This design comes from an exercise in tuning for small area, a short achievable clock period and few clock cycles per item on the open sky130 flow, not from production work. RTL that was checked went through simulation tests only; none was proved equivalent to the original. No functional check of the RTL was part of runs 5 to 8.

$ cat design/flow/flow/abc_area.script
strash
&get -n
&dch -f
&nf -R 1000
&put
topo
buffer -c
upsize -c
dnsize -c
$ cat design/flow/constraint.sdc
create_clock -name core_clock -period 10.0 [get_ports {clk_i}]
set_input_delay 2.0000 -clock core_clock [delete_from_list [all_inputs] [get_ports {clk_i}]]
set_output_delay 2.0000 -clock core_clock [all_outputs]
set_load 0.01 [all_outputs]
$ cat design/flow/standard.sh
#!/bin/bash
# synth_recipe.tcl (not shown) runs the flow's synth.tcl, then flattens the netlist and writes it again
# the make line also repeats each setting of config.mk as NAME=value (left out here)
make -C /OpenROAD-flow-scripts/flow DESIGN_CONFIG=/design/flow/config.mk WORK_HOME=/design/flow/orfs CLKGATE_MAP_FILE= SYNTH_SCRIPT=/design/flow/synth_recipe.tcl "${@:-finish}"
$ cat design/flow/design.v
`timescale 1ns / 1ps
module decimal_to_bcd #(
    parameter INPUT_WIDTH = 14,
    parameter DECIMAL_DIGITS = 4
)(
    input wire clk_i,
    input wire rst_i,
    input wire start_i,
    input wire [INPUT_WIDTH-1 : 0] binary_i,
    output reg [DECIMAL_DIGITS*4-1 : 0] bcd_o,
    output reg done_o
);
function [3:0] dstep;
    input [2:0] q;
    input c;
    begin
        dstep[3] = q[2] | (c & q[1]);
        dstep[2] = (~c & q[1]) | (c & q[0] & ~q[2]) | (~q[0] & q[2]);
        dstep[1] = (~c & q[0] & ~q[2]) | (c & q[0] & q[2]);
        dstep[0] = (c & ~q[1] & ~q[2]) | (~c & q[2]);
    end
endfunction
function [3:0] tobcd;
    input [2:0] q;
    input c;
    begin
        tobcd[3] = (~q[0] & q[2]);
        tobcd[2] = q[1] | (q[0] & q[2]);
        tobcd[1] = q[0];
        tobcd[0] = c;
    end
endfunction
function [15:0] front;
    input [13:0] b;
    reg [11:0] q;
    reg [3:0] h, c, t;
    integer i, j;
    begin
        q = 12'd0;
        h = 4'd0;
        for (i = 0; i < 9; i = i + 1) begin
            c = {h[2:0], b[13 - i]};
            for (j = 0; j < 4; j = j + 1) begin
                t = dstep(q[j*3 +: 3], c[j]);
                q[j*3 +: 3] = t[2:0];
                h[j] = t[3];
            end
        end
        c = {h[2:0], b[4]};
        for (j = 0; j < 4; j = j + 1)
            front[j*4 +: 4] = {q[j*3 +: 3], c[j]};
    end
endfunction
function [15:0] back;
    input [19:0] m;
    reg [11:0] q;
    reg [3:0] h, c, t;
    integer i, j;
    begin
        for (j = 0; j < 4; j = j + 1) begin
            t = dstep(m[4 + j*4 + 1 +: 3], m[4 + j*4]);
            q[j*3 +: 3] = t[2:0];
            h[j] = t[3];
        end
        for (i = 0; i < 3; i = i + 1) begin
            c = {h[2:0], m[3 - i]};
            for (j = 0; j < 4; j = j + 1) begin
                t = dstep(q[j*3 +: 3], c[j]);
                q[j*3 +: 3] = t[2:0];
                h[j] = t[3];
            end
        end
        c = {h[2:0], m[0]};
        for (j = 0; j < 4; j = j + 1)
            back[j*4 +: 4] = tobcd(q[j*3 +: 3], c[j]);
    end
endfunction
wire [15:0] front_w = front(binary_i);
reg  [16:0] mid;
always @(posedge clk_i) begin
    mid <= {front_w[12], front_w[11], front_w[10], front_w[9], front_w[8], front_w[7], front_w[6], front_w[5], front_w[4], front_w[3], front_w[2], front_w[1], front_w[0], binary_i[3:0]};
end
always @(posedge clk_i or posedge rst_i) begin
    if (rst_i) done_o <= 1'b0;
    else       done_o <= start_i;
end
wire [19:0] midx = {1'b0, 1'b0, 1'b0, mid[16], mid[15], mid[14], mid[13], mid[12], mid[11], mid[10], mid[9], mid[8], mid[7], mid[6], mid[5], mid[4], mid[3:0]};
always @(*) bcd_o = back(midx);
endmodule
$ cat design/flow/config.mk
export PLATFORM = sky130hd
export DESIGN_NAME = decimal_to_bcd
export DESIGN_NICKNAME = decimal_to_bcd
export VERILOG_FILES = /design/flow/design.v
export SDC_FILE = /design/flow/constraint.sdc
export NUM_CORES = 4
export LEC_CHECK = 0
export ABC_AREA = 1
export CAP_MARGIN = 20
export CORE_MARGIN = 2
export CORE_UTILIZATION = 40
export SLEW_MARGIN = 20
$ cat design/flow/flow/run.sh
#!/bin/bash
# Own layout flow: the standard layout (standard.sh), changed in three ways:
#  - synthesis is ORFS's own synth script (standard.sh synth) with ORFS's ABC
#    area script swapped for flow/abc_area.script; only the combinational
#    mapping changes, the registers and their names are the standard ones;
#  - the port buffers use the smallest buffer instead of the default cell;
#  - clock tree synthesis uses clkbuf_4 cells and no dummy load cell.
# Each make run writes its full output to a log file here (ORFS also keeps
# its per-step logs under orfs/logs).
set -euo pipefail
W=$(pwd)
BUF=sky130_fd_sc_hd__buf_1
CTS="-sink_clustering_enable -repair_clock_nets -dont_use_dummy_load -root_buf sky130_fd_sc_hd__clkbuf_4 -buf_list sky130_fd_sc_hd__clkbuf_4 -sink_clustering_size 30 -sink_clustering_max_diameter 500"
rm -rf "$W/scripts_mod"
cp -r "$FLOW_HOME/scripts" "$W/scripts_mod"
cp "$W/flow/abc_area.script" "$W/scripts_mod/abc_area.script"
bash standard.sh SCRIPTS_DIR="$W/scripts_mod" ABC_AREA=1 synth > "$W/synth.log" 2>&1
bash standard.sh "BUFFER_PORTS_ARGS=-buffer_cell $BUF" "CTS_ARGS=$CTS" SETUP_SLACK_MARGIN=5.6 SETUP_MOVE_SEQUENCE=sizeup,swap SKIP_GATE_CLONING=1 SKIP_LAST_GASP=1 finish > "$W/layout.log" 2>&1
==> results.toml, run 1 <==
[run_status]
status = "complete, no violations"

[clock_tree]
max-clock-path-buffers = 2
htreeDepth = 1
clock_sinks = 18
clock-root-buffer = "clkbuf_4"
tritoncts = "yes"
worst_setup_hold_path_clk_slew_ns = 0.09
tritoncts.num_buffers = 3

[final_layout]
fillers = 396
layout_commonest_cell = "nor2_1"
syn2layout_area_growth_pct = 35.10
fin_area_mm2 = 0.002206
layout_common_cells = "29 x nor2_1, 25 x nand2_1, 25 x buf_1, 21 x inv_1, 13 x dfxtp_1"
diodes = 0
drive_gt1_frac = 0.3000
seq_area_um2 = 372.9
multi_input_area_mm2 = 0.001500
num-nets-final = 289

[floorplanning]
chipHeight_um = 67.89
floorplan.rows = 23
design.core.area_mm2 = 0.003971
initial_core_utilization = 0.4112
die_area_mm2 = 0.004609
chipWidth_um = 67.89
num_io_pins = 34

[timing]
timing.fmax_mhz = 222.8
final_setup_viols = 0
finalHoldViolCount = 0
finalMaxSlewViolations = 0
period_needed_ns = 4.489
worst_slew_pin_slew_ns = 0.5230
accumulated_negative_setup_slack_ns = 0
timing.slew.headroom = 0.6513
finalCritPeriodShare = 0.4489
rsz0062_at_grt = "true"

[placed_design]
place.detailed.hpwl_mm = 2.499
cell_area_after_placement_mm2 = 0.001911
global_placer_s_final_weighted_congestion = 0.7261
port_buffers = 33

[yosys]
synth.cell_area_mm2 = 0.001633
synth.avg_cell_area_um2 = 6.948
synth_seq_cells = 18
synth_flop_type = "dfxtp_1"
synth_seq_area_share = 0.2238
synth_nets = 252
yosys_warnings = 1
ys_async_sr_fraction = 0.05556
synthesis.instances = 235
number_of_synthesized_flops_with_an_enable_pin = 0
yosysUniqueCellTypes = 42

[setup_path]
critical_path_class = "in -> reg"
worstPathArrival_ns = 4.64
endpoint_kind = "register"
cp_data_required_time_ns = 10.16
timing.critical_path.fanout_max = 6
worstSetupStartpointType = "primary input"

[detailed_routing]
drt_pass1_iterations = 4
route.detailed.wl_per_inst_um = 10.04
dr_total_vias = 1674
postRouteAntennaNets = 0
post_drt_via_cell_ratio = 5.231
detail_route.drc_violations = 0
total_length_of_routed_wires_mm = 3.214
drtIter0Drc = 38

[hold_path]
min-delay-path-class = "in -> async"

[global_routing]
first_global_vias = 1393
grt_pass1_wl_mm = 5.375
grt_max_degree = 11
number_of_antenna_violations_at_the_first_check_in_global_routing = 0
grt_overflow = 0
grt_util_all_layers = 0.1446

[job]
timing.max_cap.violations = 0
[critical path, stage by stage]
cell	delay [ns]
buf_12	0.12
nor3b_4	0.30
a31oi_4	0.08
xnor2_2	0.18
and2_4	0.18
nand2_4	0.07
o32ai_4	0.09
a21oi_4	0.27
o22ai_4	0.11
a31oi_4	0.27
nand2_2	0.10
o21a_4	0.23
a221oi_4	0.37
nand2b_4	0.19
o221ai_2	0.08
[cells in the mapped netlist (all sizes together) (4+ instances only)]
library cell,n,area (um2)
a21o,7,52.55
a21oi,19,117.6
a31oi,5,46.29
and2,9,61.31
dfxtp,17,340.3
inv,22,82.58
nand2,30,112.6
nand2b,5,31.28
nand3,11,55.05
nor2,32,120.1
o21ai,19,106.4
o22ai,6,43.79
or2,4,25.02
xnor2,13,121.4
[sequential cells by signal, summed over array words and instances, names as in the netlist]
signal	flops
mid	17
done_o	1
[worst paths after layout]
check / startpoint / to
hold / removal: rst_i / done_o
setup / recovery: binary_i[12] / mid[7]
max in group asynchronous: rst_i / done_o
min in group core_clock: binary_i[4] / mid[4]
[layer usage]
layer	up-vias	share of wire	global-route usage
li1	898	-	-
met4	0	0.013	0.05250
met3	4	0.016	0.004934
met2	16	0.52	0.2684
met5	-	0	0
met1	756	0.45	0.1771
[repair_timing]
action,in CTS,in global routing
resized for setup,40,41
hold buffers,0,0
pin swaps,16,10
endpoints found under the setup margin,21,22
buffers inserted,0,0
[per-stage QoR]
stage	worst slack [ns]	hold slack (ns)	util	cells
final	5.511	1.508	0.5555	320
after global placement	4.971	1.806	0.4811	317
after floorplan	5.598	1.729	-	235
after detailed placement	4.917	1.807	0.4811	317
after global routing	5.356	1.498	0.5555	320
after CTS	5.542	1.490	0.5192	320
[cell type report]
cell class                      instances  area share
Clock buffer                            3     0.01021
Inverter                               22     0.03744
Multi-Input combinational cell        194      0.6801
Sequential cell                        18      0.1690
Tap cell                               50     0.02836
Timing Repair Buffer                   33     0.07487
[cell families (layout without fill, tap and decap cells)]
family          after synthesis  after routing  share of synthesized area
mux                           3              3                    0.01916
xor+xnor                     16             16                    0.09043
flops                        18             18                     0.2238
buf+inv                      23             58                    0.05517
compound gates               77             77                     0.3372
simple gates                 98             98                     0.2743
Testbench counts, summed over its fixed seeds: cycles 2,048, items 2,048.
==> run 2: changes to the inputs <==
--- a/design/flow/flow/run.sh
+++ b/design/flow/flow/run.sh
@@ -16,3 +16,3 @@
 cp "$W/flow/abc_area.script" "$W/scripts_mod/abc_area.script"
 bash standard.sh SCRIPTS_DIR="$W/scripts_mod" ABC_AREA=1 synth > "$W/synth.log" 2>&1
-bash standard.sh "BUFFER_PORTS_ARGS=-buffer_cell $BUF" "CTS_ARGS=$CTS" SETUP_SLACK_MARGIN=5.6 SETUP_MOVE_SEQUENCE=sizeup,swap SKIP_GATE_CLONING=1 SKIP_LAST_GASP=1 finish > "$W/layout.log" 2>&1
+bash standard.sh "BUFFER_PORTS_ARGS=-buffer_cell $BUF" "CTS_ARGS=$CTS" SETUP_SLACK_MARGIN=5.9 SETUP_MOVE_SEQUENCE=sizeup,swap SKIP_GATE_CLONING=1 SKIP_LAST_GASP=1 finish > "$W/layout.log" 2>&1
==> run 2 against run 1 <==
Routed wire length up 9.9%. Still clean on timing, DRC and antenna. Utilization up 3.2 points. Largest cell class unchanged. Critical endpoint unchanged. Cell area up 5.7%. Flip-flop and latch count unchanged. Global-route usage up 0.87 points. Sequential share of layout area down 0.49 points.
==> results.toml, run 2 <==
[run_status]
status = "complete, no violations"

[final_layout]
largestRegisters = "mid (17), done_o (1)"
number_of_non_filler_instances_in_the_completed_layout = 320
fin_area_mm2 = 0.002332
syn2layout_area_growth_pct = 42.84
diodes = 0
num-nets-final = 289
fillers = 382
top_register = "mid"
layout_common_cells = "31 x nor2_1, 25 x nand2_1, 22 x buf_1, 19 x inv_1, 10 x a21oi_1"
seq_area_um2 = 382.9
multi_input_area_mm2 = 0.001604
layout_commonest_cell = "nor2_1"
largest_register_ffs = 17
post-route-util = 0.5873
drive_gt1_frac = 0.3370

[setup_path]
timing.critical_path.fanout_max = 6
endpoint_kind = "register"
worstPathArrival_ns = 4.70
critical_path_class = "in -> reg"
worstSetupStartpointType = "primary input"
cp_data_required_time_ns = 10.16

[floorplanning]
floorplan.rows = 23
num_io_pins = 34
initial_core_utilization = 0.4112
die_area_mm2 = 0.004609
chipWidth_um = 67.89
design.core.area_mm2 = 0.003971
chipHeight_um = 67.89

[placed_design]
global_placer_s_final_weighted_congestion = 0.6752
place.detailed.hpwl_mm = 2.512
port_buffers = 33
cell_area_after_placement_mm2 = 0.001914
placed_cells = 317

[yosys]
synth_nets = 252
ys_async_sr_fraction = 0.05556
synthMostInstantiatedCell = "nor2_1"
synth.cell_area_mm2 = 0.001633
number_of_synthesized_flops_with_an_enable_pin = 0
synth.avg_cell_area_um2 = 6.948
netlist_top_cells_count = "32 x nor2_1, 30 x nand2_1, 22 x inv_1, 18 x o21ai_0"
yosysUniqueCellTypes = 42
synth.top_cells.by_area = "dfxtp_1 21%, nor2_1 7.4%, nand2_1 6.9%, xnor2_1 6.4%, o21ai_0 5.5%"
netlist.top_cell.by_area = "dfxtp_1"
synth_flop_type = "dfxtp_1"
yosys_warnings = 1
top_cell_type_s_share_of_synthesized_area = 0.2084
synth_seq_cells = 18
synth_seq_area_share = 0.2238
synthesis.instances = 235

[detailed_routing]
total_length_of_routed_wires_mm = 3.533
drtIter0Drc = 44
postRouteAntennaNets = 0
detail_route.drc_violations = 0
route.detailed.wl_per_inst_um = 11.04
dr_total_vias = 1699
drt_pass1_iterations = 4
post_drt_via_cell_ratio = 5.309

[timing]
timing.fmax_mhz = 220.1
finalMaxSlewViolations = 0
finalCritPeriodShare = 0.4544
accumulated_negative_setup_slack_ns = 0
final_setup_viols = 0
period_needed_ns = 4.544
timing.slew.headroom = 0.6630
finalHoldViolCount = 0
rsz0062_at_grt = "true"
hold_ws_ns = 1.504
worst_slew_pin_slew_ns = 0.5055

[clock_tree]
max-clock-path-buffers = 2
clock-root-buffer = "clkbuf_4"
htreeDepth = 1
tritoncts = "yes"
clock_sinks = 18
tritoncts.num_buffers = 3
worst_setup_hold_path_clk_slew_ns = 0.09

[global_routing]
grt_util_all_layers = 0.1533
number_of_antenna_violations_at_the_first_check_in_global_routing = 0
grt_overflow = 0
grt_max_degree = 11
first_global_vias = 1488
grt_pass1_wl_mm = 5.727

[hold_path]
min-delay-path-class = "in -> async"

[job]
timing.max_cap.violations = 0
## run 2: per-stage QoR
stage,setup WS [ns]
2_1_floorplan,5.599
3_3_place_gp,4.975
3_5_place_dp,4.915
4_1_cts,5.564
5_1_grt,5.306
6_report,5.456
## run 2: how the worst max path moves through the flow
stage | startpoint | endpoint | cells after the start
2_1_floorplan | binary_i[12] | mid[5] | 14
3_3_place_gp | binary_i[12] | mid[5] | 14
3_5_place_dp | binary_i[12] | mid[11] | 12
4_1_cts | binary_i[11] | mid[7] | 16
5_1_grt | binary_i[12] | mid[7] | 15
6_report | binary_i[12] | mid[7] | 15
## run 2: final cells by class
| cell class | instances | area share |
|---|---|---|
| Sequential cell | 18 | 0.1642 |
| Inverter | 22 | 0.03648 |
| Multi-Input combinational cell | 194 | 0.6878 |
| Timing Repair Buffer | 33 | 0.07511 |
| Tap cell | 50 | 0.02682 |
| Clock buffer | 3 | 0.009657 |
## run 2: layer usage
layer  track usage  routed length [um]  share of wire
met3       0.01151                  54          0.015
met2        0.2855                1933           0.55
met5             0                   0              0
met4       0.05000                  41          0.012
met1        0.1855                1503           0.43
## run 2: worst max-delay path, stage by stage
cell and delay (ns):
buf_12 0.12, nor3b_4 0.30, a31oi_4 0.10, xnor2_4 0.19
and2_4 0.18, nand2_4 0.07, o32ai_4 0.09, a21oi_4 0.26
o22ai_4 0.13, a31oi_4 0.27, nand2_2 0.12, o21a_4 0.26
a221oi_4 0.35, nand2b_4 0.19, o221ai_2 0.08
## run 2: logic make-up (layout without fill, tap and decap cells)
kind of cell,count (synthesis),count (layout),synth area share
AND/OR/NAND/NOR,98,98,0.2743
AO/OA/AOI/OAI,77,77,0.3372
buffers and inverters,23,58,0.05517
flip-flops,18,18,0.2238
XOR/XNOR,16,16,0.09043
multiplexers,3,3,0.01916
## run 2: timing repair
| action | CTS | global route |
|---|---|---|
| hold buffers | 0 | 0 |
| endpoints found under the setup margin | 27 | 27 |
| buffers inserted | 0 | 0 |
| resized for setup | 65 | 41 |
| pin swaps | 16 | 19 |
==> run 3: changes to the inputs <==
--- a/design/flow/flow/run.sh
+++ b/design/flow/flow/run.sh
@@ -16,3 +16,3 @@
 cp "$W/flow/abc_area.script" "$W/scripts_mod/abc_area.script"
 bash standard.sh SCRIPTS_DIR="$W/scripts_mod" ABC_AREA=1 synth > "$W/synth.log" 2>&1
-bash standard.sh "BUFFER_PORTS_ARGS=-buffer_cell $BUF" "CTS_ARGS=$CTS" SETUP_SLACK_MARGIN=5.9 SETUP_MOVE_SEQUENCE=sizeup,swap SKIP_GATE_CLONING=1 SKIP_LAST_GASP=1 finish > "$W/layout.log" 2>&1
+bash standard.sh "BUFFER_PORTS_ARGS=-buffer_cell $BUF" "CTS_ARGS=$CTS" finish > "$W/layout.log" 2>&1
--- a/design/flow/config.mk
+++ b/design/flow/config.mk
@@ -9,4 +9,5 @@
 export CAP_MARGIN = 20
 export CORE_MARGIN = 2
-export CORE_UTILIZATION = 40
+export CORE_UTILIZATION = 60
+export PLACE_DENSITY = 0.75
 export SLEW_MARGIN = 20
==> run 3 against run 2 <==
Area after synthesis unchanged. Flip-flop and latch count unchanged. Cell area decreased by 22%. Synthesized cell count unchanged. Hold slack got worse by 0.0083 ns.
==> results.toml, run 3 <==
[floorplanning]
floorplan.rows = 18
chipWidth_um = 56.17
initial_core_utilization = 0.6473
die_area_mm2 = 0.003155
design.core.area_mm2 = 0.002522
num_io_pins = 34
chipHeight_um = 56.17

[detailed_routing]
maxUsedRoutingLayer = "met4"
detailroute.wirelength.met3_um = 85
drtIter0Drc = 69
detail_route.drc_violations = 0
total_length_of_routed_wires_mm = 2.833
postRouteAntennaNets = 0
met1Wirelength_mm = 1.369
post_drt_via_cell_ratio = 5.473
dr_wl_met2_mm = 1.338
route.detailed.wl_per_inst_um = 9.443
drt_pass1_iterations = 4
dr_total_vias = 1642

[yosys]
number_of_synthesized_flops_with_an_enable_pin = 0
synth_seq_cells = 18
yosysUniqueCellTypes = 42
top_cell_type_s_share_of_synthesized_area = 0.2084
yosys_warnings = 1
synth_seq_area_share = 0.2238
synth_flop_type = "dfxtp_1"
netlist_top_cells_count = "32 x nor2_1, 30 x nand2_1, 22 x inv_1, 18 x o21ai_0"
synthesis.instances = 235
netlist.top_cell.by_area = "dfxtp_1"
synthMostInstantiatedCell = "nor2_1"
synth.top_cells.by_area = "dfxtp_1 21%, nor2_1 7.4%, nand2_1 6.9%, xnor2_1 6.4%, o21ai_0 5.5%"
ys_async_sr_fraction = 0.05556
synth.avg_cell_area_um2 = 6.948
synth_nets = 252
synth.cell_area_mm2 = 0.001633

[placed_design]
preCtsSetupSlack_ns = 5.060
place.detailed.hpwl_mm = 2.376
global_placer_s_final_weighted_congestion = 0.8099
port_buffers = 33
placed_cells = 297

[global_routing]
grt_max_degree = 11
number_of_antenna_violations_at_the_first_check_in_global_routing = 0
grt_overflow = 0
grt_util_all_layers = 0.1894
grt_pass1_wl_mm = 5.119
first_global_vias = 1373

[run_status]
status = "complete, no violations"

[hold_path]
min-delay-path-class = "in -> async"

[clock_tree]
clock-root-buffer = "clkbuf_4"
cts_post_setup_buffers_inserted = 0
cts_hold_buffers = 0
max-clock-path-buffers = 2
clock_sinks = 18
tritoncts.num_buffers = 3
htreeDepth = 1
tritoncts = "yes"
post_cts.resized_instances = 0
worst_setup_hold_path_clk_slew_ns = 0.09

[setup_path]
critical_path_class = "in -> reg"
worstSetupStartpointType = "primary input"
worstPathArrival_ns = 4.82
timing.critical_path.fanout_max = 6
cp-startpoint = "binary_i[12]"
critical_path.cell_chain = "buf_1, nor3b_1, a31oi_1, xnor2_1, and2_4, nand2_1, o32ai_1, a21oi_4, o22ai_2, a31oi_4, or2_1, and3_1, a21oi_1, nor3_1, a221o_1"
endpoint_kind = "register"
critical-path-slowest-cell = "a21oi_1"
cpPeakStageDelay_ns = 0.32
cp_data_required_time_ns = 10.18

[final_layout]
drive_gt1_frac = 0.05926
layout_common_cells = "33 x buf_1, 32 x nor2_1, 30 x nand2_1, 22 x inv_1, 18 x o21ai_0"
largest_register_ffs = 17
fillers = 233
syn2layout_area_growth_pct = 10.80
number_of_non_filler_instances_in_the_completed_layout = 300
layout_commonest_cell = "buf_1"
top_register = "mid"
largestRegisters = "mid (17), done_o (1)"
num-nets-final = 289
diodes = 0

[timing]
post-route-worst-setup-slack_ns = 5.355
worst_slew_pin_slew_ns = 0.5953
timing.fmax_mhz = 215.3
timing.slew.headroom = 0.5997
rsz0062_at_grt = "false"
accumulated_negative_setup_slack_ns = 0
finalMaxSlewViolations = 0
period_needed_ns = 4.645
finalCritPeriodShare = 0.4645
finalHoldViolCount = 0
final_setup_viols = 0

[job]
timing.max_cap.violations = 0
-- run 3: worst paths after layout --
path | cells after the start | slack, ns | endpoint
max in group asynchronous | 2 | 8.42 | done_o
min | 2 | 1.50 | done_o
min in group core_clock | 1 | 1.79 | mid[1]
max | 15 | 5.35 | mid[11]
-- run 3: critical path: cells and delay by family --
| family | cells | cell delay (ns) |
|---|---|---|
| AND/OR/NAND/NOR | 6 | 1.10 |
| buffers and inverters | 1 | 0.13 |
| XOR/XNOR | 1 | 0.30 |
| AO/OA/AOI/OAI | 7 | 1.27 |
-- run 3: cell type report --
type	count	area, um2	share of cell area
Clock buffer	3	22.52	0.01245
Inverter	22	82.58	0.04564
Multi-Input combinational cell	194	1177	0.6508
Sequential cell	18	365.4	0.2019
Tap cell	30	37.54	0.02075
Timing Repair Buffer	33	123.9	0.06846
-- run 3: metrics by stage --
step,util,hold WS [ns],area [um2]
global placement,0.7083,1.809,1787
detailed placement,0.7083,1.808,1787
finish,0.7173,1.496,1809
CTS,0.7173,1.487,1809
floorplan,-,1.729,1633
global route,0.7173,1.502,1809
-- run 3: logic make-up (layout without fill, tap and decap cells) --
logic type | count (synthesis) | in the layout | synth area share
muxes | 3 | 3 | 0.01916
buffers and inverters | 23 | 58 | 0.05517
and+or+nand+nor | 98 | 98 | 0.2743
DFF | 18 | 18 | 0.2238
AOI/OAI and AO/OA | 77 | 77 | 0.3372
xor gates and xnor gates | 16 | 16 | 0.09043
-- run 3: layer usage --
layer  GRT usage  vias up
li1            -      898
met1      0.2383      709
met2      0.3395       30
met3     0.02093        5
met4     0.05102        0
met5           0        -
==> run 4: changes to the inputs <==
--- a/design/flow/flow/run.sh
+++ b/design/flow/flow/run.sh
@@ -5,5 +5,5 @@
 #    mapping changes, the registers and their names are the standard ones;
 #  - the port buffers use the smallest buffer instead of the default cell;
-#  - clock tree synthesis uses clkbuf_4 cells and no dummy load cell.
+#  - clock tree synthesis runs without the dummy load cell.
 # Each make run writes its full output to a log file here (ORFS also keeps
 # its per-step logs under orfs/logs).
@@ -11,5 +11,5 @@
 W=$(pwd)
 BUF=sky130_fd_sc_hd__buf_1
-CTS="-sink_clustering_enable -repair_clock_nets -dont_use_dummy_load -root_buf sky130_fd_sc_hd__clkbuf_4 -buf_list sky130_fd_sc_hd__clkbuf_4 -sink_clustering_size 30 -sink_clustering_max_diameter 500"
+CTS="-sink_clustering_enable -repair_clock_nets -dont_use_dummy_load -sink_clustering_size 30 -sink_clustering_max_diameter 200"
 rm -rf "$W/scripts_mod"
 cp -r "$FLOW_HOME/scripts" "$W/scripts_mod"
==> design/flow/flow/abc_area.script (replaced) <==
strash
&get -n
&dch -f
&nf -R 1000
&put
topo
dnsize -c
--- a/design/flow/config.mk
+++ b/design/flow/config.mk
@@ -9,5 +9,4 @@
 export CAP_MARGIN = 20
 export CORE_MARGIN = 2
-export CORE_UTILIZATION = 60
-export PLACE_DENSITY = 0.75
+export CORE_UTILIZATION = 40
 export SLEW_MARGIN = 20
==> run 4 against run 3 <==
Sequential share of layout area increased by 0.43 points. Utilization decreased by 24 points. First-iteration DRC count decreased by 19%. Synthesized cell count unchanged. Critical path type unchanged. Highest routed layer unchanged.
==> results.toml, run 4 <==
[clock_tree]
max-clock-path-buffers = 2
tritoncts.num_buffers = 3
worst_setup_hold_path_clk_slew_ns = 0.06
post_cts.resized_instances = 0
clock_sinks = 18
htreeDepth = 1
clock-root-buffer = "clkbuf_8"
cts_post_setup_buffers_inserted = 0
cts_hold_buffers = 0
tritoncts = "yes"

[yosys]
yosysUniqueCellTypes = 34
compound_cell_area_share_of_the_yosys_netlist = 0.3116
synth_seq_cells = 18
yosys_warnings = 1
top_cell_type_s_share_of_synthesized_area = 0.2190
synth_nets = 252
synthMostInstantiatedCell = "nor2_1"
synth_top_family_by_area = "compound AO/OA/AOI/OAI gates"
yosys.area_share.xor_xnor = 0.09018
ys_async_sr_fraction = 0.05556
yosys.area_share.simple = 0.2850
synthesis.instances = 235
synth.avg_cell_area_um2 = 6.613
synth.cell_area_mm2 = 0.001554
number_of_synthesized_flops_with_an_enable_pin = 0
synth.top_cells.by_area = "dfxtp_1 22%, nor2_1 7.7%, xnor2_1 7.3%, nand2_1 7.2%, a21oi_1 6.1%"
synthMuxAreaShare = 0.02013
synth_flop_type = "dfxtp_1"
synth-adder-area-share = 0
netlist_top_cells_count = "32 x nor2_1, 30 x nand2_1, 22 x clkinv_1, 19 x a21oi_1, 19 x o21ai_0"
netlist.top_cell.by_area = "dfxtp_1"
synth_seq_area_share = 0.2351

[global_routing]
gr-usage-met2 = 0.2225
grt_max_degree = 11
grt_overflow = 0
number_of_antenna_violations_at_the_first_check_in_global_routing = 0
grt_util_all_layers = 0.1381
first_global_vias = 1241
grt.met1_usage = 0.1807
use_met3 = 0.01533
grt_pass1_wl_mm = 4.871
grt_busiest_layer = "met2"

[setup_path]
timing.critical_path.fanout_max = 6
critical_path_class = "in -> reg"
cp_data_required_time_ns = 10.11
worstSetupStartpointType = "primary input"
endpoint_kind = "register"
worstPathArrival_ns = 5.33
cp-startpoint = "binary_i[12]"

[detailed_routing]
dr_total_vias = 1599
route.detailed.wl_per_inst_um = 9.079
drtIter0Drc = 56
total_length_of_routed_wires_mm = 2.887
post_drt_via_cell_ratio = 5.028
drt_pass1_iterations = 4
postRouteAntennaNets = 0
detail_route.drc_violations = 0

[timing]
finalHoldViolCount = 0
period_needed_ns = 5.216
rsz0062_at_grt = "false"
timing.slew.headroom = 0.5603
finalCritPeriodShare = 0.5216
worst_slew_pin_slew_ns = 0.6539
final_setup_viols = 0
finalMaxSlewViolations = 0
timing.fmax_mhz = 191.7
accumulated_negative_setup_slack_ns = 0

[placed_design]
place.detailed.hpwl_mm = 2.382
cell_area_after_placement_mm2 = 0.001730
port_buffers = 33
global_placer_s_final_weighted_congestion = 0.7490

[final_layout]
largest_register_ffs = 17
layout_common_cells = "33 x buf_1, 32 x nor2_1, 30 x nand2_1, 22 x clkinv_1"
syn2layout_area_growth_pct = 14.01
largestRegisters = "mid (17), done_o (1)"
top_register = "mid"
num-nets-final = 289
fillers = 391
drive_gt1_frac = 0.01111
multi_input_area_mm2 = 0.001099
diodes = 0
seq_area_um2 = 365.4
fin_area_mm2 = 0.001772
layout_commonest_cell = "buf_1"
post-route-util = 0.4803

[floorplanning]
chipWidth_um = 66.33
num_io_pins = 34
chipHeight_um = 66.33
initial_core_utilization = 0.4213
floorplan.rows = 22
design.core.area_mm2 = 0.003689
die_area_mm2 = 0.004400

[job]
timing.max_cap.violations = 0

[run_status]
status = "complete, no violations"

[hold_path]
min-delay-path-class = "in -> async"
-- run 4: cell count changes in the layout (fill, tap and decap cells not counted), moves of 2 or more --
cell,change
a21oi_4,-2
inv_1,-22
clkbuf_4,-3
and2_0,+9
clkinv_1,+22
clkbuf_8,+3
or2_0,+4
and2_1,-7
a21oi_1,+2
or2_2,-2
or2_1,-2
and2_4,-2
-- run 4: per-stage QoR --
stage | hold WS [ns] | cells | setup slack (ns)
6_report | 1.559 | 318 | 4.784
4_1_cts | 1.556 | 318 | 4.814
5_1_grt | 1.555 | 318 | 4.244
2_1_floorplan | 1.723 | 235 | 5.144
3_3_place_gp | 1.806 | 315 | 4.697
3_5_place_dp | 1.820 | 315 | 4.551
-- run 4: cell families (layout without fill, tap and decap cells) --
kind of cell | count (synthesis) | after routing
and+or+nand+nor | 98 | 98
AOI/OAI and AO/OA | 77 | 77
buffers and inverters | 23 | 58
DFF | 18 | 18
xor gates and xnor gates | 16 | 16
muxes | 3 | 3
-- run 4: critical path, cell delays in order --
cell,delay [ns]
buf_1,0.18
nand2_1,0.09
a31oi_1,0.31
nand2_1,0.08
o21ai_0,0.42
o32ai_1,0.17
a21oi_1,0.36
o22ai_1,0.15
a31oi_1,0.37
nand3_1,0.13
o211ai_1,0.24
nor3_1,0.10
a221oi_1,0.45
nand2b_1,0.18
o221ai_1,0.11
-- run 4: routing by layer --
metal | vias up | share of wire | wire length, um
met1 | 673 | 0.52 | 1488
met4 | 0 | 0.023 | 65
met5 | - | 0 | 0
li1 | 894 | - | -
met2 | 27 | 0.43 | 1244
met3 | 5 | 0.031 | 89
-- run 4: cell type report --
cell class                      instances  area share
Timing Repair Buffer                   33     0.06992
Multi-Input combinational cell        194      0.6201
Clock buffer                            3     0.02331
Sequential cell                        18      0.2062
Tap cell                               48     0.03390
Inverter                               22     0.04661
-- run 4: final timing paths --
check / end / slack (ns) / cells after the start
max: mid[7] / 4.78 / 15
min: done_o / 1.56 / 2
max in group asynchronous: done_o / 8.35 / 2
min in group core_clock: mid[3] / 1.84 / 1
==> run 5: changes to the inputs <==
--- a/design/flow/design.v
+++ b/design/flow/design.v
@@ -15,8 +15,8 @@
     input c;
     begin
-        dstep[3] = q[2] | (c & q[1]);
-        dstep[2] = (~c & q[1]) | (c & q[0] & ~q[2]) | (~q[0] & q[2]);
-        dstep[1] = (~c & q[0] & ~q[2]) | (c & q[0] & q[2]);
-        dstep[0] = (c & ~q[1] & ~q[2]) | (~c & q[2]);
+        dstep[3] = (c & q[2]) | q[0];
+        dstep[2] = (c & q[0] & q[1]) | (~c & ~q[0] & q[1]);
+        dstep[1] = (~c & q[0]) | (c & ~q[0] & ~q[2]);
+        dstep[0] = (q[0] & ~q[1]) | (~c & q[2]) | (c & ~q[0] & q[1]);
     end
 endfunction
@@ -25,7 +25,7 @@
     input c;
     begin
-        tobcd[3] = (~q[0] & q[2]);
-        tobcd[2] = q[1] | (q[0] & q[2]);
-        tobcd[1] = q[0];
+        tobcd[3] = (q[0] & ~q[1]);
+        tobcd[2] = q[2] | (q[0] & q[1]);
+        tobcd[1] = q[1];
         tobcd[0] = c;
     end
--- a/design/flow/flow/run.sh
+++ b/design/flow/flow/run.sh
@@ -5,5 +5,5 @@
 #    mapping changes, the registers and their names are the standard ones;
 #  - the port buffers use the smallest buffer instead of the default cell;
-#  - clock tree synthesis runs without the dummy load cell.
+#  - clock tree synthesis uses clkbuf_4 cells and no dummy load cell.
 # Each make run writes its full output to a log file here (ORFS also keeps
 # its per-step logs under orfs/logs).
@@ -11,5 +11,5 @@
 W=$(pwd)
 BUF=sky130_fd_sc_hd__buf_1
-CTS="-sink_clustering_enable -repair_clock_nets -dont_use_dummy_load -sink_clustering_size 30 -sink_clustering_max_diameter 200"
+CTS="-sink_clustering_enable -repair_clock_nets -dont_use_dummy_load -root_buf sky130_fd_sc_hd__clkbuf_4 -buf_list sky130_fd_sc_hd__clkbuf_4 -sink_clustering_size 30 -sink_clustering_max_diameter 500"
 rm -rf "$W/scripts_mod"
 cp -r "$FLOW_HOME/scripts" "$W/scripts_mod"
==> design/flow/flow/abc_area.script (replaced) <==
strash
&get -n
&dch -f
&nf -p -C 32 -F 8 -R 1000
&put
topo
buffer -c
upsize -c
dnsize -c
==> run 5 against run 4 <==
Count of clock-buffer cells in the layout did not move. Critical path type unchanged. Synthesized cell count fell by 3.8%. Still clean. Die area is 5.7% higher. Via count shrank 2.2%. Hold slack got worse by 0.058 ns. Utilization down 1.5 points. Critical endpoint is now mid[6]. Cell count down 2.2%. Global-route usage shrank 1.8 points.
==> results.toml, run 5 <==
[run_status]
status = "complete, no violations"

[timing]
period_needed_ns = 4.777
accumulated_negative_setup_slack_ns = 0
finalMaxSlewViolations = 0
final_setup_viols = 0
timing.fmax_mhz = 209.3
timing.slew.headroom = 0.6674
finalHoldViolCount = 0
rsz0062_at_grt = "false"
finalCritPeriodShare = 0.4777
worst_slew_pin_slew_ns = 0.4937
hold_ws_ns = 1.501

[setup_path]
critical_path.most_common_cell = "nand2_1"
cp_top_family = "compound AO/OA/AOI/OAI gates"
cp_data_required_time_ns = 10.18
endpoint_kind = "register"
critical_path.cell_chain = "buf_1, nand2_1, a31oi_2, xnor2_1, nand2_1, o31ai_2, nand2b_4, nor2_2, a211oi_4, xnor2_1, nand2_1, a21oi_2, o31ai_4, xor2_1, nor2b_1"
timing.critical_path.fanout_max = 7
critical-path-slowest-cell = "o31ai_2"
worstSetupStartpointType = "primary input"
cpPeakStageDelay_ns = 0.42
critical_path_class = "in -> reg"
path_buf_inv = 1
worstPathArrival_ns = 4.95

[final_layout]
top_register = "mid"
diodes = 0
layout_common_cells = "33 x buf_1, 26 x nand2_1, 26 x nor2_1, 18 x inv_1, 17 x dfxtp_1"
layout_commonest_cell = "buf_1"
largestRegisters = "mid (17), done_o (1)"
fin_area_mm2 = 0.001849
drive_gt1_frac = 0.09195
syn2layout_area_growth_pct = 12.22
fillers = 412
largest_register_ffs = 17
num-nets-final = 280

[detailed_routing]
drt_pass1_iterations = 4
detail_route.drc_violations = 0
dr_total_vias = 1564
post_drt_via_cell_ratio = 5.029
postRouteAntennaNets = 0
route.detailed.wl_per_inst_um = 8.907
drtIter0Drc = 31
total_length_of_routed_wires_mm = 2.770

[global_routing]
first_global_vias = 1183
grt_util_all_layers = 0.1201
grt_max_degree = 11
number_of_antenna_violations_at_the_first_check_in_global_routing = 0
grt_pass1_wl_mm = 4.471
grt_overflow = 0

[clock_tree]
cts_post_setup_buffers_inserted = 0
cts_hold_buffers = 0
clock_sinks = 18
tritoncts = "yes"
htreeDepth = 1
max-clock-path-buffers = 2
tritoncts.num_buffers = 3
clock-root-buffer = "clkbuf_4"
worst_setup_hold_path_clk_slew_ns = 0.09
post_cts.resized_instances = 0

[floorplanning]
initial_core_utilization = 0.4149
die_area_mm2 = 0.004649
design.core.area_mm2 = 0.003971
floorplan.rows = 23
chipWidth_um = 68.19
num_io_pins = 34
chipHeight_um = 68.19

[yosys]
synth_nets = 243
number_of_synthesized_flops_with_an_enable_pin = 0
yosysUniqueCellTypes = 50
yosys_warnings = 1
synthesis.instances = 226
netlist_top_cells_count = "26 x nand2_1, 26 x nor2_1, 18 x inv_1, 17 x dfxtp_1, 16 x a21oi_1"
synth_seq_cells = 18
synth.cell_area_mm2 = 0.001648
synth_flop_type = "dfxtp_1"
netlist.top_cell.by_area = "dfxtp_1"
synth_seq_area_share = 0.2217
synth.avg_cell_area_um2 = 7.291
top_cell_type_s_share_of_synthesized_area = 0.2065
synth.top_cells.by_area = "dfxtp_1 21%, xnor2_1 6.4%, nand2_1 5.9%, nor2_1 5.9%, a21oi_1 4.9%"
ys_async_sr_fraction = 0.05556

[job]
timing.max_cap.violations = 0

[placed_design]
global_placer_s_final_weighted_congestion = 0.7894
cell_area_after_placement_mm2 = 0.001827
port_buffers = 33
place.detailed.hpwl_mm = 2.308

[hold_path]
min-delay-path-class = "in -> async"
## run 5: cell types whose count changed in the layout (fill, tap and decap cells not counted), sizes merged, moves of 4 or more
cell and change:
nand3 -7, o21ai -8, nand2 -4, nor2b +6, inv +18, clkinv -22, nor2 -5
## run 5: metrics by stage
stage | util | instances | setup WS [ns]
floorplan | - | 226 | 5.376
global placement | 0.4600 | 308 | 4.964
detailed placement | 0.4600 | 308 | 4.890
CTS | 0.4657 | 311 | 5.203
global route | 0.4657 | 311 | 4.852
finish | 0.4657 | 311 | 5.223
## run 5: logic make-up (layout without fill, tap and decap cells)
| kind of cell | Yosys count | after routing | share of synthesized area |
|---|---|---|---|
| AND/OR/NAND/NOR | 98 | 98 | 0.3083 |
| flip-flops | 18 | 18 | 0.2217 |
| AO/OA/AOI/OAI | 71 | 71 | 0.3151 |
| multiplexers | 3 | 3 | 0.01898 |
| XOR/XNOR | 17 | 17 | 0.09036 |
| buffers and inverters | 19 | 54 | 0.04556 |
## run 5: cell type report
class,count,area (um2),share of cell area
timing repair buffer,33,123.9,0.06698
sequential,18,365.4,0.1976
clock buffer,3,22.52,0.01218
tap,50,62.56,0.03383
inverter,18,67.56,0.03654
multi-input combinational,189,1207,0.6529
## run 5: metal layers
metal,wire (um),global-route usage,vias to the layer above,part of all wire
met5,0,0,-,0
met4,34,0.06750,0,0.012
met3,57,0.004934,2,0.021
met2,1262,0.1990,19,0.46
met1,1416,0.1557,668,0.51
li1,-,-,875,-
## run 5: path summary, 6_finish.rpt
path / from / to / cells past startpoint
worst min-delay path: rst_i / done_o / 2
min in group core_clock: binary_i[2] / mid[2] / 1
max in group asynchronous: rst_i / done_o / 2
worst max-delay path: binary_i[12] / mid[6] / 15
==> run 6: changes to the inputs <==
==> design/flow/flow/abc_area.script (replaced) <==
strash; balance -l; resub -K 6 -l; rewrite -l; resub -K 6 -N 2 -l; refactor -l; resub -K 8 -l; balance -l; resub -K 8 -N 2 -l; rewrite -l; resub -K 10 -l; rewrite -z -l; resub -K 10 -N 2 -l; balance -l; resub -K 12 -l; refactor -z -l; resub -K 12 -N 2 -l; rewrite -z -l; balance -l; balance -l; resub -K 6 -l; rewrite -l; resub -K 6 -N 2 -l; refactor -l; resub -K 8 -l; balance -l; resub -K 8 -N 2 -l; rewrite -l; resub -K 10 -l; rewrite -z -l; resub -K 10 -N 2 -l; balance -l; resub -K 12 -l; refactor -z -l; resub -K 12 -N 2 -l; rewrite -z -l; balance -l; dch -f; map -a; topo; stime -c
==> run 6 against run 5 <==
Die area is 6.3% lower. Global-route usage is 2.6 points higher. Largest cell class unchanged. Routed wire length is 1.3% higher. Utilization is 0.52 points higher. Count of clock-buffer cells in the layout stayed put. Still clean. Cell area is 6.1% lower. First-iteration DRC count is 3.2% higher.
==> results.toml, run 6 <==
[yosys]
synth_flop_type = "dfxtp_1"
synth_seq_cells = 18
yosysUniqueCellTypes = 27
synthMostInstantiatedCell = "clkinv_1"
yosys_warnings = 1
synth.cell_area_mm2 = 0.001538
top_cell_type_s_share_of_synthesized_area = 0.2213
synth_nets = 293
synth.top_cells.by_area = "dfxtp_1 22%, clkinv_1 15%, nor2_1 14%, nand2_1 11%, a21oi_1 7.2%"
netlist.top_cell.by_area = "dfxtp_1"
number_of_synthesized_flops_with_an_enable_pin = 0
synthesis.instances = 276
ys_async_sr_fraction = 0.05556
synth_seq_area_share = 0.2376
synth.avg_cell_area_um2 = 5.571
netlist_top_cells_count = "61 x clkinv_1, 57 x nor2_1, 46 x nand2_1, 22 x a21oi_1, 22 x o21ai_0"

[setup_path]
cp-startpoint = "binary_i[13]"
worstPathArrival_ns = 5.29
critPathCapture = "mid[7]"
cp_data_required_time_ns = 10.18
worstSetupStartpointType = "primary input"
timing.critical_path.fanout_max = 6
endpoint_kind = "register"
critical_path_class = "in -> reg"

[final_layout]
syn2layout_area_growth_pct = 12.94
post-route-util = 0.4708
num-nets-final = 330
largestRegisters = "mid (17), done_o (1)"
layout_common_cells = "61 x clkinv_1, 57 x nor2_1, 46 x nand2_1, 33 x buf_1"
layout_commonest_cell = "clkinv_1"
drive_gt1_frac = 0.02572
diodes = 0
largest_register_ffs = 17
top_register = "mid"

[job]
timing.max_cap.violations = 0

[timing]
period_needed_ns = 5.117
finalCritPeriodShare = 0.5117
finalMaxSlewViolations = 0
timing.fmax_mhz = 195.4
rsz0062_at_grt = "false"
accumulated_negative_setup_slack_ns = 0
finalHoldViolCount = 0
final_setup_viols = 0
worst_slew_pin_slew_ns = 0.7043
timing.slew.headroom = 0.5261

[floorplanning]
num_io_pins = 34
die_area_mm2 = 0.004356
floorplan.rows = 22
chipWidth_um = 66
chipHeight_um = 66
design.core.area_mm2 = 0.003689
initial_core_utilization = 0.4169

[global_routing]
number_of_antenna_violations_at_the_first_check_in_global_routing = 0
grt_util_all_layers = 0.1461
grt_overflow = 0
first_global_vias = 1430
grt_max_degree = 11
grt_pass1_wl_mm = 5.250

[clock_tree]
clock_sinks = 18
cts_hold_buffers = 0
max-clock-path-buffers = 2
tritoncts = "yes"
cts_post_setup_buffers_inserted = 0
worst_setup_hold_path_clk_slew_ns = 0.09
htreeDepth = 1
clock-root-buffer = "clkbuf_4"
post_cts.resized_instances = 0
tritoncts.num_buffers = 3

[placed_design]
global_placer_s_final_weighted_congestion = 0.7240
place.detailed.hpwl_mm = 2.463
port_buffers = 33

[detailed_routing]
total_length_of_routed_wires_mm = 2.805
detail_route.drc_violations = 0
drt_pass1_iterations = 4
post_drt_via_cell_ratio = 4.702
postRouteAntennaNets = 0
drtIter0Drc = 32
route.detailed.wl_per_inst_um = 7.813
dr_total_vias = 1688

[run_status]
status = "complete, no violations"

[hold_path]
min-delay-path-class = "in -> async"
-- run 6: changes by cell type in the layout (fill, tap and decap cells not counted), moves of 5 or more --
cell and delta:
a21oi_1 +6, nor2b_1 -9, and2_1 -10, xnor2_1 -12
nand2_1 +20, nand3_1 +12, inv_1 -18, nor2_1 +31
clkinv_1 +61, o21ai_0 +13, a31oi_1 -5
-- run 6: how the worst min path moves through the flow --
stage                   to  slack [ns]
global placement    done_o        1.81
global route        done_o        1.48
finish              done_o        1.50
detailed placement  done_o        1.81
floorplan           done_o        1.72
CTS                 done_o        1.49
-- run 6: per-stage QoR --
stage / worst slack (ns) / instances / instance area (um2) / hold slack [ns]
2_1_floorplan: 5.291 / 276 / 1538 / 1.723
3_3_place_gp: 4.693 / 356 / 1714 / 1.809
3_5_place_dp: 4.616 / 356 / 1714 / 1.810
4_1_cts: 4.903 / 359 / 1737 / 1.489
5_1_grt: 4.321 / 359 / 1737 / 1.485
6_report: 4.883 / 359 / 1737 / 1.498
-- run 6: cells by family after synthesis --
kind of cell | Yosys count | synth area share
AOI/OAI and AO/OA | 61 | 0.2311
xor gates and xnor gates | 6 | 0.03417
buffers and inverters | 62 | 0.1538
DFF | 18 | 0.2376
muxes | 1 | 0.007323
and+or+nand+nor | 128 | 0.3361
-- run 6: final cells by class --
type	count	area (um2)
clock buffer	3	22.52
timing repair buffer	33	123.9
fill	416	1952
sequential	18	365.4
tap	48	60.06
multi-input combinational	196	935.9
inverter	61	229.0
-- run 6: routing by layer --
layer	global-route usage	up-vias	share of wire
met4	0.05357	0	0.012
met3	0.02044	4	0.034
li1	-	960	-
met2	0.2538	31	0.44
met5	0	-	0
met1	0.1826	693	0.51
-- run 6: critical path, cell delays in order --
cell and delay [ns]:
buf_1 0.20, clkinv_1 0.14, nor3_1 0.37, a21oi_1 0.12, clkinv_1 0.10, nor2_1 0.06, a221o_2 0.34, clkinv_1 0.06
nand2_1 0.06, clkinv_1 0.08, nand3_1 0.06, nand2_1 0.12, clkinv_1 0.11, nand2_1 0.06, a21oi_1 0.08, nor2_1 0.10
clkinv_1 0.09, o21ai_0 0.45, nor2_1 0.14, a21oi_1 0.19, clkinv_1 0.10, o21ai_0 0.21, nor2_1 0.07
==> run 7: changes to the inputs <==
--- a/design/flow/design.v
+++ b/design/flow/design.v
@@ -15,8 +15,8 @@
     input c;
     begin
-        dstep[3] = (c & q[2]) | q[0];
-        dstep[2] = (c & q[0] & q[1]) | (~c & ~q[0] & q[1]);
-        dstep[1] = (~c & q[0]) | (c & ~q[0] & ~q[2]);
-        dstep[0] = (q[0] & ~q[1]) | (~c & q[2]) | (c & ~q[0] & q[1]);
+        dstep[3] = q[1] | (q[0] & q[2]) | (c & q[2]);
+        dstep[2] = (c & q[0] & ~q[1]) | (~c & q[0] & ~q[2]);
+        dstep[1] = (c & q[1]) | (~c & ~q[0] & q[2]);
+        dstep[0] = (c & ~q[2]) | q[1] | (~c & q[2]);
     end
 endfunction
@@ -25,7 +25,7 @@
     input c;
     begin
-        tobcd[3] = (q[0] & ~q[1]);
-        tobcd[2] = q[2] | (q[0] & q[1]);
-        tobcd[1] = q[1];
+        tobcd[3] = q[1];
+        tobcd[2] = q[2];
+        tobcd[1] = (q[0] & ~q[1]);
         tobcd[0] = c;
     end
==> design/flow/flow/abc_area.script (replaced) <==
strash
&get -n
&dch -f
&nf -R 1000
&put
topo
dnsize -c
==> run 7 against run 6 <==
Still clean on timing, DRC and antenna. Fmax rose by 14%. Cell count fell by 13%.
==> results.toml, run 7 <==
[yosys]
top_cell_type_s_share_of_synthesized_area = 0.2286
synth_seq_cells = 18
synthesis.instances = 229
yosys_warnings = 1
ys_async_sr_fraction = 0.05556
number_of_synthesized_flops_with_an_enable_pin = 0
synth.top_cells.by_area = "dfxtp_1 23%, nand2_1 9.6%, o21ai_0 7.7%, nor2_1 7.6%, a21oi_1 6.1%"
yosysUniqueCellTypes = 33
synth_seq_area_share = 0.2454
synth_flop_type = "dfxtp_1"
synth.cell_area_mm2 = 0.001489
netlist_top_cells_count = "38 x nand2_1, 30 x nor2_1, 23 x o21ai_0, 18 x a21oi_1, 17 x dfxtp_1"
netlist.top_cell.by_area = "dfxtp_1"
synth.avg_cell_area_um2 = 6.502
synth_nets = 249
synthMostInstantiatedCell = "nand2_1"

[timing]
period_needed_ns = 4.480
accumulated_negative_setup_slack_ns = 0
rsz0062_at_grt = "false"
timing.slew.headroom = 0.5910
finalHoldViolCount = 0
finalCritPeriodShare = 0.4480
worst_slew_pin_slew_ns = 0.6083
final_setup_viols = 0
timing.fmax_mhz = 223.2
finalMaxSlewViolations = 0

[floorplanning]
initial_core_utilization = 0.4129
die_area_mm2 = 0.004226
design.core.area_mm2 = 0.003606
num_io_pins = 34
chipHeight_um = 65.01
chipWidth_um = 65.01
floorplan.rows = 22

[setup_path]
cpPeakStageDelay_ns = 0.33
timing.critical_path.fanout_max = 4
cp_top_family = "simple AND/OR/NAND/NOR gates"
path_buf_inv = 1
critical_path.cell_chain = "or2_0, a21oi_1, nor2_1, nor3_1, nor2_1, o21ai_0, or2_0, o21ai_0, a31oi_1, buf_1"
worstPathArrival_ns = 2.48
critical_path_class = "reg -> out"
cp_data_required_time_ns = 8.00
endpoint_kind = "primary output"
worstSetupStartpointType = "register"
critical-path-slowest-cell = "dfxtp_1"

[clock_tree]
clock_sinks = 18
max-clock-path-buffers = 2
tritoncts = "yes"
cts_post_setup_buffers_inserted = 0
cts_hold_buffers = 0
htreeDepth = 1
worst_setup_hold_path_clk_slew_ns = 0.09
clock-root-buffer = "clkbuf_4"
post_cts.resized_instances = 0
tritoncts.num_buffers = 3

[global_routing]
first_global_vias = 1211
grt_pass1_wl_mm = 4.595
grt_util_all_layers = 0.1309
grt_overflow = 0
grt_max_degree = 11
number_of_antenna_violations_at_the_first_check_in_global_routing = 0

[job]
timing.max_cap.violations = 0

[final_layout]
layout_common_cells = "38 x nand2_1, 33 x buf_1, 30 x nor2_1, 23 x o21ai_0, 18 x a21oi_1"
largest_register_ffs = 17
layout_commonest_cell = "nand2_1"
syn2layout_area_growth_pct = 13.11
drive_gt1_frac = 0.01141
diodes = 0
top_register = "mid"
number_of_non_filler_instances_in_the_completed_layout = 311
num-nets-final = 285
largestRegisters = "mid (17), done_o (1)"

[detailed_routing]
postRouteAntennaNets = 0
total_length_of_routed_wires_mm = 2.574
dr_total_vias = 1531
detail_route.drc_violations = 0
route.detailed.wl_per_inst_um = 8.277
drtIter0Drc = 48
post_drt_via_cell_ratio = 4.923
drt_pass1_iterations = 4

[run_status]
status = "complete, no violations"

[placed_design]
global_placer_s_final_weighted_congestion = 0.7403
place.detailed.hpwl_mm = 2.180
placed_cells = 308
port_buffers = 33

[hold_path]
min-delay-path-class = "in -> async"
-- run 7: final timing paths --
check | from | depth (start not counted) | to | slack, ns
max | mid[8] | 10 | bcd_o[9] | 5.52
min | rst_i | 2 | done_o | 1.50
max in group asynchronous | rst_i | 2 | done_o | 8.42
min in group core_clock | binary_i[2] | 1 | mid[2] | 1.80
-- run 7: logic make-up after synthesis --
| family | Yosys count | synth area share |
|---|---|---|
| compound gates | 73 | 0.3009 |
| buf+inv | 12 | 0.03278 |
| simple gates | 119 | 0.3723 |
| flops | 18 | 0.2454 |
| fa+ha+maj | 3 | 0.02521 |
| xor+xnor | 4 | 0.02353 |
-- run 7: per-layer routing --
metal / part of all wire / wire length (um) / vias to the layer above / track usage
met3: 0.031 / 79 / 2 / 0.01563
met1: 0.55 / 1410 / 628 / 0.1794
met4: 0.015 / 38 / 0 / 0.05469
met2: 0.41 / 1045 / 19 / 0.2075
li1: - / - / 882 / -
met5: 0 / 0 / - / 0
-- run 7: through the flow --
step	cell area (um2)	hold slack (ns)	setup WS [ns]	util
2_1_floorplan	1489	1.723	5.839	-
3_3_place_gp	1662	1.805	5.373	0.4608
3_5_place_dp	1662	1.811	5.392	0.4608
4_1_cts	1684	1.493	5.464	0.4670
5_1_grt	1684	1.485	5.192	0.4670
6_report	1684	1.505	5.520	0.4670
-- run 7: final cells by class --
class,count,area [um2]
flip-flops and latches,18,365.4
repair buffers,33,123.9
clock buffers,3,22.52
well taps,48,60.06
multi-input cells,199,1075
fillers,380,1922
inverters,10,37.54
==> run 8: changes to the inputs <==
--- a/design/flow/design.v
+++ b/design/flow/design.v
@@ -15,8 +15,8 @@
     input c;
     begin
-        dstep[3] = q[1] | (q[0] & q[2]) | (c & q[2]);
-        dstep[2] = (c & q[0] & ~q[1]) | (~c & q[0] & ~q[2]);
-        dstep[1] = (c & q[1]) | (~c & ~q[0] & q[2]);
-        dstep[0] = (c & ~q[2]) | q[1] | (~c & q[2]);
+        dstep[3] = (c & q[2]) | q[0] | (q[1] & q[2]);
+        dstep[2] = (c & ~q[0] & q[1]) | (~c & q[1] & ~q[2]);
+        dstep[1] = (c & ~q[2]) | q[0] | (~c & q[2]);
+        dstep[0] = (c & q[0]) | (~c & ~q[1] & q[2]);
     end
 endfunction
@@ -25,7 +25,7 @@
     input c;
     begin
-        tobcd[3] = q[1];
+        tobcd[3] = q[0];
         tobcd[2] = q[2];
-        tobcd[1] = (q[0] & ~q[1]);
+        tobcd[1] = (~q[0] & q[1]);
         tobcd[0] = c;
     end
==> run 8 against run 7 <==
Still clean on timing, DRC and antenna. Global-route usage increased by 0.46 points. First-iteration DRC count decreased by 25%. Via count increased by 1.1%. Largest cell class unchanged. Highest routed layer unchanged.
==> results.toml, run 8 <==
[setup_path]
endpoint_kind = "primary output"
critical-path-slowest-cell = "dfxtp_1"
cp-startpoint = "mid[8]"
crit_cells = 11
cp_top_family = "simple AND/OR/NAND/NOR gates"
critical_path_class = "reg -> out"
timing.critical_path.fanout_max = 6
cp_data_required_time_ns = 8.00
path_buf_inv = 2
critical_path.cell_chain = "nand2b_1, clkinv_1, nor3_1, and2_0, o21ai_0, nor3b_1, a31oi_1, or2_0, o21ai_0, a31oi_1, buf_1"
worstPathArrival_ns = 2.67
worstSetupStartpointType = "register"
critPathCapture = "bcd_o[9]"
cpPeakStageDelay_ns = 0.40

[global_routing]
grt_pass1_wl_mm = 4.705
grt_util_all_layers = 0.1355
number_of_antenna_violations_at_the_first_check_in_global_routing = 0
grt_overflow = 0
first_global_vias = 1263
grt_max_degree = 11

[timing]
finalCritPeriodShare = 0.4669
finalMaxSlewViolations = 0
worst_slew_pin_slew_ns = 0.6008
period_needed_ns = 4.669
finalHoldViolCount = 0
post-route-worst-setup-slack_ns = 5.331
accumulated_negative_setup_slack_ns = 0
timing.fmax_mhz = 214.2
rsz0062_at_grt = "false"
final_setup_viols = 0
timing.slew.headroom = 0.5953

[yosys]
synth_flop_type = "dfxtp_1"
synth_seq_area_share = 0.2498
synth.top_cells.by_area = "dfxtp_1 23%, o21ai_0 9.6%, nand2_1 9.2%, nor2_1 8.0%, a21oi_1 4.8%"
ys_async_sr_fraction = 0.05556
synthMostInstantiatedCell = "nand2_1"
number_of_synthesized_flops_with_an_enable_pin = 0
netlist_top_cells_count = "36 x nand2_1, 31 x nor2_1, 28 x o21ai_0, 17 x dfxtp_1, 14 x a21oi_1"
yosys_warnings = 1
synth_seq_cells = 18
synthesis.instances = 224
netlist.top_cell.by_area = "dfxtp_1"
yosysUniqueCellTypes = 33
synth_nets = 244
top_cell_type_s_share_of_synthesized_area = 0.2327
synth.avg_cell_area_um2 = 6.530
synth.cell_area_mm2 = 0.001463

[floorplanning]
floorplan.rows = 21
num_io_pins = 34
design.core.area_mm2 = 0.003416
chipWidth_um = 64.47
initial_core_utilization = 0.4282
die_area_mm2 = 0.004156
chipHeight_um = 64.47

[detailed_routing]
detail_route.drc_violations = 0
drt_pass1_iterations = 4
total_length_of_routed_wires_mm = 2.598
route.detailed.wl_per_inst_um = 8.546
drtIter0Drc = 36
postRouteAntennaNets = 0
dr_total_vias = 1548
post_drt_via_cell_ratio = 5.092

[final_layout]
largestRegisters = "mid (17), done_o (1)"
largest_register_ffs = 17
number_of_non_filler_instances_in_the_completed_layout = 304
num-nets-final = 280
syn2layout_area_growth_pct = 13.17
layout_common_cells = "36 x nand2_1, 33 x buf_1, 31 x nor2_1, 28 x o21ai_0, 17 x dfxtp_1"
top_register = "mid"
post-route-util = 0.4846
drive_gt1_frac = 0.01163
diodes = 0
layout_commonest_cell = "nand2_1"

[placed_design]
port_buffers = 33
place.detailed.hpwl_mm = 2.187
global_placer_s_final_weighted_congestion = 0.7314
preCtsSetupSlack_ns = 5.253
placed_cells = 301

[clock_tree]
cts_post_setup_buffers_inserted = 0
tritoncts.num_buffers = 3
worst_setup_hold_path_clk_slew_ns = 0.09
htreeDepth = 1
clock_sinks = 18
post_cts.resized_instances = 0
clock-root-buffer = "clkbuf_4"
cts_hold_buffers = 0
tritoncts = "yes"
max-clock-path-buffers = 2

[run_status]
status = "complete, no violations"

[hold_path]
min-delay-path-class = "in -> async"

[job]
timing.max_cap.violations = 0
[run 8: cell types whose count changed in the layout (fill, tap and decap cells not counted), moves of 3 or more]
| cell | previous run | this run |
|---|---|---|
| a21oi_1 | 18 | 14 |
| a31oi_1 | 3 | 6 |
| and2_0 | 3 | 7 |
| and3_1 | 2 | 5 |
| nand2b_1 | 13 | 8 |
| nor3_1 | 8 | 5 |
| o211ai_1 | 1 | 4 |
| o21ai_0 | 23 | 28 |
| o21bai_1 | 8 | 5 |
| or3_1 | 0 | 3 |
[run 8: routing by layer]
layer | global-route usage | vias to the layer above | routed length [um]
met5 | 0 | - | 0
li1 | - | 868 | -
met1 | 0.1717 | 657 | 1313
met3 | 0.01042 | 2 | 60
met4 | 0.05585 | 0 | 31
met2 | 0.2370 | 21 | 1194
[run 8: stage by stage]
step	hold slack, ns	instance area (um2)
finish	1.506	1655
global route	1.493	1655
CTS	1.497	1655
detailed placement	1.814	1633
global placement	1.806	1633
floorplan	1.723	1463
[run 8: area by class of cell]
cell class / count / area (um2)
repair buffers: 33 / 123.9
flip-flops and latches: 18 / 365.4
fillers: 370 / 1760
well taps: 46 / 57.56
clock buffers: 3 / 22.52
multi-input cells: 196 / 1056
inverters: 8 / 30.03
[run 8: kinds of logic (layout without fill, tap and decap cells)]
family,Yosys count,in the layout,share of synthesized area
XOR/XNOR,3,3,0.01797
adder cells (fa/ha/maj),3,3,0.02567
AO/OA/AOI/OAI,73,73,0.3028
buffers and inverters,10,44,0.02823
flip-flops,18,18,0.2498
AND/OR/NAND/NOR,117,117,0.3755
[run 8: how the worst min path moves through the flow]
stage	end	cells after the start	slack (ns)	startpoint
2_1_floorplan	done_o	1	1.72	rst_i
3_3_place_gp	done_o	2	1.81	rst_i
6_report	done_o	2	1.51	rst_i
4_1_cts	done_o	2	1.50	rst_i
3_5_place_dp	done_o	2	1.81	rst_i
5_1_grt	done_o	2	1.49	rst_i

## afterwards: timing with drivers on the ports
How much do the figures lean on ideal ports? The routed layouts below were timed once more, with nothing changed but the port constraints. Step 1 sets driving cells, clkbuf_16 on the clock port and buf_2 on the other inputs (assumed; they add their load-dependent delay and slew). Step 2 also shifts input and output timing later by t, the mid clock arrival at the registers, as if the neighbouring blocks saw the same clock. a / b / c = ideal / step 1 / step 2; a / b = the first two.
run	shift t [ns]	setup WS [ns]	worst hold slack (ns)	latest minus earliest clock arrival (ns)	slew at the worst register clock pin (ns)
run 1	0.290	5.511 / 5.483 / 5.192	1.508 / 1.507 / 1.798	0.011 / 0.011	0.09 / 0.09
run 2	0.290	5.456 / 5.422 / 5.132	1.504 / 1.505 / 1.795	0.016 / 0.016	0.09 / 0.09
run 3	0.305	5.355 / 5.335 / 5.051	1.496 / 1.494 / 1.799	0.006 / 0.006	0.09 / 0.09
run 4	0.270	4.784 / 4.787 / 4.517	1.559 / 1.553 / 1.823	0.009 / 0.008	0.06 / 0.06
run 5	0.295	5.223 / 5.223 / 4.928	1.501 / 1.499 / 1.794	0.014 / 0.014	0.09 / 0.09
run 6	0.301	4.883 / 4.884 / 4.583	1.498 / 1.496 / 1.797	0.012 / 0.012	0.09 / 0.09
run 7	0.295	5.520 / 5.496 / 5.316	1.505 / 1.501 / 1.796	0.014 / 0.014	0.09 / 0.09
run 8	0.294	5.331 / 5.309 / 5.233	1.506 / 1.505 / 1.799	0.014 / 0.015	0.09 / 0.09
After both steps setup and hold are still met in every run listed. The setup slack of run 2, which loses most, moves by -0.034 ns with the drivers and by -0.324 ns with both steps.
